From an optimization exercise on the open Yosys and OpenROAD flow, aimed at small area and a short achievable clock period; shortcuts taken in it are not production practice.
For this run, only the layout was checked, not whether the RTL still works.
Power is estimated from default activity; no workload was simulated.

## flow/design.v

```verilog
module assignment6 (
	output reg [15:0] result1,
	output reg [15:0] result2,
	input wire [7:0] character,
	input wire enable_character,
	input wire clk,
	input wire rst
);
	reg direction;           
	reg [9:0] q;
	reg [3:0] r1, r0;
	reg [3:0] d1, d0;
	function [3:0] nines(input [3:0] x);
		nines = {~(x[3] | x[2] | x[1]), x[2] ^ x[1], x[1], ~x[0]};
	endfunction
	function [3:0] tab10(input [3:0] x, input [39:0] t);
		integer i;
		begin
			tab10 = 4'd0;
			for (i = 0; i < 10; i = i + 1)
				tab10 = tab10 | ({4{x == i}} & t[4 * i +: 4]);
		end
	endfunction
	function [3:0] bcdsub(input [3:0] x, input [3:0] y);
		reg [4:0] t;
		begin
			t = {1'b0, x} - {1'b0, y};
			bcdsub = t[4] ? t[3:0] + 4'd10 : t[3:0];
		end
	endfunction
	function [4:0] bcdadd(input [3:0] x, input [3:0] y, input ci);
		reg [4:0] t;
		begin
			t = {1'b0, x} + {1'b0, y} + {4'd0, ci};
			bcdadd = t > 5'd9 ? {1'b1, t[3:0] + 4'd6} : t;
		end
	endfunction
	wire is_digit = character[7:4] == 4'h3 && (!character[3] || character[2:1] == 2'b00);
	wire is_lr = character == "L" || character == "R";
	wire is_nl = character == 8'h0a;
	wire [3:0] dg = character[3:0];
	wire [10:0] gt;
	assign gt[0] = 1'b1;
	assign gt[1] = q > 10'd65;
	assign gt[2] = q > 10'd131;
	assign gt[3] = q > 10'd196;
	assign gt[4] = q > 10'd262;
	assign gt[5] = q > 10'd327;
	assign gt[6] = q > 10'd393;
	assign gt[7] = q > 10'd458;
	assign gt[8] = q > 10'd524;
	assign gt[9] = q > 10'd589;
	assign gt[10] = 1'b0;
	wire [9:1] eq;
	assign eq[1] = q == 10'd65;
	assign eq[2] = q == 10'd131;
	assign eq[3] = q == 10'd196;
	assign eq[4] = q == 10'd262;
	assign eq[5] = q == 10'd327;
	assign eq[6] = q == 10'd393;
	assign eq[7] = q == 10'd458;
	assign eq[8] = q == 10'd524;
	assign eq[9] = q == 10'd589;
	wire [9:0] sel;
	genvar gi;
	generate
		for (gi = 0; gi <= 9; gi = gi + 1) begin : g_sel
			assign sel[gi] = gt[gi] && !gt[gi + 1];
		end
	endgenerate
	wire e_hi =
		(eq[1] && {r1, r0} > 8'h53) || (eq[2] && {r1, r0} > 8'h07) ||
		(eq[3] && {r1, r0} > 8'h60) || (eq[4] && {r1, r0} > 8'h14) ||
		(eq[5] && {r1, r0} > 8'h68) || (eq[6] && {r1, r0} > 8'h21) ||
		(eq[7] && {r1, r0} > 8'h75) || (eq[8] && {r1, r0} > 8'h28) ||
		(eq[9] && {r1, r0} > 8'h82);
	wire e_mid =
		(eq[1] && {r1, r0} == 8'h53) || (eq[2] && {r1, r0} == 8'h07) ||
		(eq[3] && {r1, r0} == 8'h60) || (eq[4] && {r1, r0} == 8'h14) ||
		(eq[5] && {r1, r0} == 8'h68) || (eq[6] && {r1, r0} == 8'h21) ||
		(eq[7] && {r1, r0} == 8'h75) || (eq[8] && {r1, r0} == 8'h28) ||
		(eq[9] && {r1, r0} == 8'h82);
	wire [3:0] t0 =
		({4{eq[1]}} & 4'd6) | ({4{eq[2]}} & 4'd2) | ({4{eq[3]}} & 4'd8) |
		({4{eq[4]}} & 4'd4) | ({4{eq[5]}} & 4'd0) | ({4{eq[6]}} & 4'd6) |
		({4{eq[7]}} & 4'd2) | ({4{eq[8]}} & 4'd8) | ({4{eq[9]}} & 4'd4);
	wire e = e_hi || (e_mid && dg >= t0);
	wire [9:0] nak =
		({10{sel[0]}} & ~10'd0)   | ({10{sel[1]}} & ~10'd655) | ({10{sel[2]}} & ~10'd286) |
		({10{sel[3]}} & ~10'd942) | ({10{sel[4]}} & ~10'd573) | ({10{sel[5]}} & ~10'd204) |
		({10{sel[6]}} & ~10'd860) | ({10{sel[7]}} & ~10'd491) | ({10{sel[8]}} & ~10'd122) |
		({10{sel[9]}} & ~10'd778);
	wire [3:0] bk1 =
		({4{sel[1]}} & 4'd3) | ({4{sel[2]}} & 4'd7) | ({4{sel[4]}} & 4'd4) |
		({4{sel[5]}} & 4'd8) | ({4{sel[6]}} & 4'd1) | ({4{sel[7]}} & 4'd5) |
		({4{sel[8]}} & 4'd8) | ({4{sel[9]}} & 4'd2);
	wire [3:0] bk0 =
		({4{sel[1]}} & 4'd6) | ({4{sel[2]}} & 4'd2) | ({4{sel[3]}} & 4'd8) |
		({4{sel[4]}} & 4'd4) | ({4{sel[6]}} & 4'd6) | ({4{sel[7]}} & 4'd2) |
		({4{sel[8]}} & 4'd8) | ({4{sel[9]}} & 4'd4);
	wire [3:0] bj1 =
		({4{eq[1]}} & 4'd3) | ({4{eq[2]}} & 4'd7) | ({4{eq[4]}} & 4'd4) |
		({4{eq[5]}} & 4'd8) | ({4{eq[6]}} & 4'd1) | ({4{eq[7]}} & 4'd5) |
		({4{eq[8]}} & 4'd8) | ({4{eq[9]}} & 4'd2);
	wire [3:0] bj0 =
		({4{eq[1]}} & 4'd6) | ({4{eq[2]}} & 4'd2) | ({4{eq[3]}} & 4'd8) |
		({4{eq[4]}} & 4'd4) | ({4{eq[6]}} & 4'd6) | ({4{eq[7]}} & 4'd2) |
		({4{eq[8]}} & 4'd8) | ({4{eq[9]}} & 4'd4);
	wire [3:0] dj =
		({4{eq[1]}} & 4'd5) | ({4{eq[3]}} & 4'd6) | ({4{eq[4]}} & 4'd1) |
		({4{eq[5]}} & 4'd6) | ({4{eq[6]}} & 4'd2) | ({4{eq[7]}} & 4'd7) |
		({4{eq[8]}} & 4'd2) | ({4{eq[9]}} & 4'd8);
	wire [9:0] y0m1 = {q[6:0], 3'b000} + {q[8:0], 1'b0} + {6'd0, r1} + nak;
	wire [9:0] y0 = y0m1 + 10'd1;
	wire dlt_k = dg < bk0;
	wire borrow_k = r0 < bk1 || (r0 == bk1 && dlt_k);
	wire [9:0] nq_k = borrow_k ? y0m1 : y0;
	wire [3:0] nr0_k = bcdsub(dg, bk0);
	wire [3:0] nr1_k = dlt_k ? bcdsub(r0, bk1 + 4'd1) : bcdsub(r0, bk1);
	wire [3:0] sj = r1 - dj;
	wire dlt_j = dg < bj0;
	wire borrow_j = r0 < bj1 || (r0 == bj1 && dlt_j);
	wire [3:0] nq_j = borrow_j ? sj - 4'd1 : sj;
	wire [3:0] nr0_j = bcdsub(dg, bj0);
	wire [3:0] nr1_j = dlt_j ? bcdsub(r0, bj1 + 4'd1) : bcdsub(r0, bj1);
	wire [9:0] n_q = e ? {6'd0, nq_j} : nq_k;
	wire [3:0] n_r1 = e ? nr1_j : nr1_k;
	wire [3:0] n_r0 = e ? nr0_j : nr0_k;
	wire r_ge68 = {r1, r0} >= 8'h68;
	wire r_gt68 = {r1, r0} > 8'h68;
	wire r_gt36 = {r1, r0} > 8'h36;
	wire ge = gt[5] || (eq[5] && r_ge68);      
	wire flip = gt[5] || (eq[5] && r_gt68);    
	wire nz = q != 10'd0 || r1 != 4'd0 || r0 != 4'd0;
	wire neg = direction ? ge : (nz && !flip);
	wire [3:0] f0 = tab10(r0, {4'd7, 4'd8, 4'd9, 4'd0, 4'd1, 4'd2, 4'd3, 4'd4, 4'd5, 4'd6});
	wire r0_gt6 = r0 > 4'd6;
	wire [3:0] f1 = r0_gt6 ? tab10(r1, {4'd3, 4'd4, 4'd5, 4'd6, 4'd7, 4'd8, 4'd9, 4'd0, 4'd1, 4'd2})
	                       : tab10(r1, {4'd4, 4'd5, 4'd6, 4'd7, 4'd8, 4'd9, 4'd0, 4'd1, 4'd2, 4'd3});
	wire [3:0] rm1 = flip ? f1 : r1;
	wire [3:0] rm0 = flip ? f0 : r0;
	wire [3:0] o1 = neg ? nines(rm1) : rm1;
	wire [3:0] o0 = neg ? nines(rm0) : rm0;
	wire [4:0] u0 = bcdadd(d0, o0, neg);
	wire [4:0] u1 = bcdadd(d1, o1, u0[4]);
	wire [3:0] nd0 = u0[3:0], nd1 = u1[3:0];
	wire nd_zero = nd0 == 4'd0 && nd1 == 4'd0;
	wire d_nz = d0 != 4'd0 || d1 != 4'd0;
	wire hit = neg ? d_nz && (!u1[4] || nd_zero) : u1[4];
	wire turn = enable_character && is_nl;
	wire [15:0] res2_next = result2 + {{6{flip}}, q ^ {10{flip}}} + {6'd0, flip ? 10'd655 : 10'd0}
		+ {15'd0, flip && !r_gt36} + {15'd0, hit};
	always @(posedge clk) begin
		if (enable_character && is_lr)
			direction <= character[4];    
	end
	always @(posedge clk) begin
		if (rst) begin
			q <= 0;
			r1 <= 0;
			r0 <= 0;
		end else if (enable_character && !is_lr) begin
			if (is_digit) begin
				q <= n_q;
				r1 <= n_r1;
				r0 <= n_r0;
			end else begin
				q <= 0;
				r1 <= 0;
				r0 <= 0;
			end
		end
	end
	always @(posedge clk) begin
		if (rst) begin
			d1 <= 4'd5;
			d0 <= 4'd0;
			result1 <= 0;
			result2 <= 0;
		end else begin
			if (turn) begin
				d1 <= nd1;
				d0 <= nd0;
				result2 <= res2_next;
			end
			result1 <= result1 + (turn && nd_zero);
		end
	end
endmodule
module aoc_dial_top (
	output wire [15:0] result_part1,
	output wire [15:0] result_part2,
	input wire [7:0] character,
	input wire enable_character,
	input wire clk,
	input wire rst
);
	assignment6 m_dial (result_part1, result_part2, character, enable_character, clk, rst);
endmodule
```

## flow/config.mk

```make
export PLATFORM = sky130hd
export DESIGN_NAME = aoc_dial_top
export DESIGN_NICKNAME = aoc_dial_top
export VERILOG_FILES = /design/flow/design.v
export SDC_FILE = /design/flow/constraint.sdc
export NUM_CORES = 4
export LEC_CHECK = 0
export CAP_MARGIN = 20
export CORE_MARGIN = 2
export CORE_UTILIZATION = 40
export SLEW_MARGIN = 20
```

## flow/run.sh

```bash
#!/bin/bash
# synth_recipe.tcl (not shown) runs the flow's synth.tcl, then flattens the netlist and writes it again
# the make line also repeats each setting of config.mk as NAME=value (left out here)
make -C /OpenROAD-flow-scripts/flow DESIGN_CONFIG=/design/flow/config.mk WORK_HOME=/design/flow/orfs CLKGATE_MAP_FILE= SYNTH_SCRIPT=/design/flow/synth_recipe.tcl finish
```

## flow/constraint.sdc

```tcl
create_clock -name core_clock -period 19.0 [get_ports {clk}]
set_input_delay 3.8000 -clock core_clock [delete_from_list [all_inputs] [get_ports {clk}]]
set_output_delay 3.8000 -clock core_clock [all_outputs]
set_load 0.01 [all_outputs]
```

==> summary.txt <==
- Register area: 1190 sq um
- Number of antenna violations at the first check in global routing: 0
- Critical path type: register to register
- Worst path top cell family by delay: compound AO/OA/AOI/OAI gates
- Final min period: 10.84 ns
- Highest net fanout along the worst path: 25
- Via count: between 7k and 8k
- Startpoint type of the worst setup path: register
- Deepest level of the CTS H-tree: 3
- Num CTS Buffers: 9
- Reg2Reg Capture Point: m_dial.result2[10]
- Class of the most critical hold timing path: register to register
- Area occupied by multi-input gates: 5830 sq um
- Leakage dissipation: 3.65 nW
- Global-route met3 utilization: 3.78%
- Height of the die: around 140 microns
- Worst slew pin tran: 0.924 ns
- Most instantiated flip-flop cell in the synthesis netlist: sky130_fd_sc_hd__dfxtp_1
- Post-Synthesis Cell Area: roughly 7500 sq um
- Worst flop-to-flop path startpoint: m_dial.r1[1]
- Power density of the placed cells: 46.0 nW/um^2
- Top achievable clock speed: 92.3 MHz
- Proportion of netlist area held by the largest area contributor: 15.4%
- Flop and latch count out of synthesis: 59
- Met2 track demand over resource: 33.6%
- Worst R2R Setup Slack: between 8 and 9 ns
- Synth Instances: ~1000
- Estimated wirelength of the detail-placed design: between 15000 and 20000 microns
- Distinct cell type count of the synthesized netlist: 74
- DRC violations left: 0
- Total count of hold-check failures in the final report: 0
- Clock transition at the register clock pins on the worst setup and hold paths after CTS: 0.06 ns
- Clock Root Buffer: sky130_fd_sc_hd__clkbuf_16
- # setup viols final: 0
- Most common cell after layout, fill and taps aside: sky130_fd_sc_hd__nor2_1
- Area Overhead vs Synth: 12.6%
- Final antenna-violating net count: 0
- Cell accounting for the most synthesized area: sky130_fd_sc_hd__dfxtp_1
- Overall overflow remaining after global route: 0
- Number of core rows: 50
- CP max-delay cell: sky130_fd_sc_hd__o31ai_4
- Worst hold-check slack: approximately 0.48 ns
- Crit path arrival time: 11.07 ns
- Layout cells sized above 1: 4.71%
- Run status: timing/DRC/antenna clean
- Cell type with the highest occurrence count on the critical path: sky130_fd_sc_hd__a21oi_1
- Number of ports placed on the die boundary: 43
- Insertion delay to the later sink of the worst-skew pair: ~0.35 ns
- Violation count after the first detailed-routing iteration: 575
- Number of max-slew violations in the final report: 0
- Sink of the worst hold path: m_dial.result2[5]
- Overall die area: ~20000 sq um
- Post-layout nets: 1134
- Number of iterations in the first detailed-routing pass: 5
- Peak VDD IR: 0.0310 mV
- Number of buffers added to fix hold violations after cts: 0
- RSZ-0062 raised after global routing: no
- Chip Width: about 140 microns
- Clock sink total: 59
- Buffers added on ports: 42
- Post-Syn Area per Cell: 7.55 sq um
- Most heavily used metal layer in global routing: met2
- Worst-case clock skew: just over 0.007 ns
- Mean number of vias per cell: 5.65
- Fillcell total: 1858
- Worst path bufs/invs: 4
- Endpoint type of the worst setup path: register
- Final GP Congestion: 0.934
- Number of synthesized flops with an enable pin: 1
- Wire length of the first global-routing pass: 34100 microns
- Max cap viols: 0
- Worst rel slew slack: 38.0%
- Cell depth of the worst hold path: 2
- Yosys warning total: 1
- Slowest Stage Delay on Critical Path: roughly 0.80 ns
- Avg WL per Cell: 16.2 microns
- Post-cts gate resize count: 0
- Antenna cell count: 0
- Part of the cycle the worst path needs: 57.0%
- Logic depth of the worst register-to-register path: 42
- Bufs on Longest Clock Path: 2
- Post-detailed-routing wire length: 20300 microns
- Maximum number of pins on one net before global-route repair: 57
- Number of global-route vias before repair: between 6k and 7k
- GRT Resource Usage Total: 20.9%
- Part of the Yosys area used for sequential elements: 15.8%
- Commonest cells after routing, fill and taps aside: sky130_fd_sc_hd__nor2_1 (99), sky130_fd_sc_hd__inv_1 (88), sky130_fd_sc_hd__ha_1 (85), sky130_fd_sc_hd__nand2_1 (69), sky130_fd_sc_hd__a21oi_1 (67)
- Post-CTS repair timing setup buffer count: 0
- TritonCTS clock tree: built
- Crit path required time: between 15 and 20 ns
- Top cells by area in the synthesized netlist: sky130_fd_sc_hd__dfxtp_1 (15%), sky130_fd_sc_hd__ha_1 (14%), sky130_fd_sc_hd__fa_1 (6.4%), sky130_fd_sc_hd__nor2_1 (4.9%), sky130_fd_sc_hd__xnor2_1 (4.8%)
- Share of async-settable or async-resettable flops after synthesis: 0%
- Core Box Area: 18600 sq um
- Initial Util: around 41%
- Met1 Use GR: 29.5%
- Synthesized netlist net count: around 1.1k
- TNS Setup: 0 ns
- Worst min-delay path startpoint: m_dial.result2[5]
-- worst max path at each step --
stage                     slack, ns            endpoint          from  cells past startpoint
after floorplan                9.87  m_dial.result2[10]  m_dial.r0[1]                     41
after global placement         8.57  m_dial.result2[10]  m_dial.r1[1]                     42
after detailed placement       8.20  m_dial.result2[10]  m_dial.r1[1]                     42
after CTS                      8.24  m_dial.result2[10]  m_dial.r1[1]                     42
after global routing           7.15  m_dial.result2[10]  m_dial.r1[1]                     42
final                          8.16  m_dial.result2[10]  m_dial.r1[1]                     42
-- layer usage --
| metal | vias to the layer above | wire length, microns | part of all wire (%) |
|---|---|---|---|
| met1 | 3327 | 9930 | 49 |
| li1 | 3549 | - | - |
| met5 | - | 0 | 0 |
| met3 | 21 | 1000 | 4.9 |
| met4 | 0 | 232 | 1.1 |
| met2 | 177 | 9160 | 45 |
-- flip-flops by register name (all words and copies together), names as in the netlist --
name,cells
m_dial.result1,16
m_dial.result2,16
m_dial.q,10
m_dial.d0,4
m_dial.d1,4
m_dial.r0,4
m_dial.r1,4
m_dial.direction,1
-- layout make-up --
cell class,count,area share [%]
Multi-Input combinational cell,801,68.7
Clock buffer,10,2.81
Inverter,92,4.07
Sequential cell,59,14.0
Clock inverter,6,1.31
Timing Repair Buffer,51,5.69
Tap cell,234,3.45
-- synthesized netlist by cell type (all sizes together), types with 4 or more instances --
| cell | count |
|---|---|
| inv | 89 |
| nor4 | 12 |
| o211ai | 8 |
| a22oi | 18 |
| dfxtp | 58 |
| o21bai | 5 |
| o31ai | 10 |
| ha | 85 |
| mux2i | 18 |
| and4 | 8 |
| and2 | 10 |
| mux2 | 9 |
| nor3b | 4 |
| buf | 6 |
| nor2 | 99 |
| clkbuf | 41 |
| a31oi | 6 |
| or3 | 5 |
| xor2 | 40 |
| nand4 | 19 |
| fa | 24 |
| a21oi | 67 |
| nand2b | 11 |
| nor3 | 27 |
| and3 | 14 |
| nor4b | 8 |
| xnor2 | 41 |
| o21a | 9 |
| o21ai | 53 |
| nand3 | 40 |
| nor2b | 23 |
| a21o | 11 |
| nand2 | 69 |
| a211oi | 8 |
-- cells by family after synthesis --
group	after synthesis	share of synthesized area, %
AND/OR/NAND/NOR	363	24.8
AO/OA/AOI/OAI	220	18.6
buffers and inverters	139	6.93
adder cells (fa/ha/maj)	109	20.5
XOR/XNOR	82	9.70
flip-flops	59	15.8
multiplexers	27	3.78
-- power breakdown --
group          leakage [nW]  internal (mW)  switching (mW)  total [mW]
logic                  3.00         0.0303          0.0411      0.0714
clock network         0.169          0.132          0.0623       0.194
registers             0.476          0.124        0.000825       0.125
-- through the flow --
stage	utilization (%)	instances	total power, mW	instance area [sq um]	setup WS (ns)
5_1_grt	45.7	1253	0.409	8490	7.15
3_3_place_gp	43.8	1237	0.199	8140	8.57
3_5_place_dp	43.8	1237	0.200	8140	8.20
6_report	45.7	1253	0.391	8490	8.16
2_1_floorplan	-	999	0.182	7540	9.87
4_1_cts	45.7	1253	0.395	8490	8.24
-- worst reg2reg max path: cells and delay by family, from the launching register on --
kind	cells	cell delay [ns]
adders and majority gates	7	2.53
and+or+nand+nor	11	2.27
buffers and inverters	4	0.68
AOI/OAI and AO/OA	17	3.72
xor gates and xnor gates	3	0.79
DFF	1	0.75

-- separate check: timing with driven ports --
How much do the figures lean on ideal ports? The routed layout below was timed once more, with nothing changed but the port constraints.
Step 1 (the two cells are an assumption about what drives the block):
set clk [get_ports {clk}]
set_driving_cell -lib_cell sky130_fd_sc_hd__clkbuf_16 $clk
set_driving_cell -lib_cell sky130_fd_sc_hd__buf_2 [delete_from_list [all_inputs] $clk]
Step 2 times the ports against the registers' clock, not the clock port: input delays grow and output delays shrink by t, the midpoint of the rising clock arrivals with the driver on.
Slacks: ideal ports / drivers / drivers and shift; pairs: ideal ports / drivers.
t (ns): 0.380
slack for setup (ns): 8.163 / 8.163 / 8.163
slew at the worst register clock pin (ns): 0.06 / 0.06
After both steps setup and hold are still met in this run. The setup slack of this run moves by 0.000 ns with the drivers and by 0.000 ns with both steps.
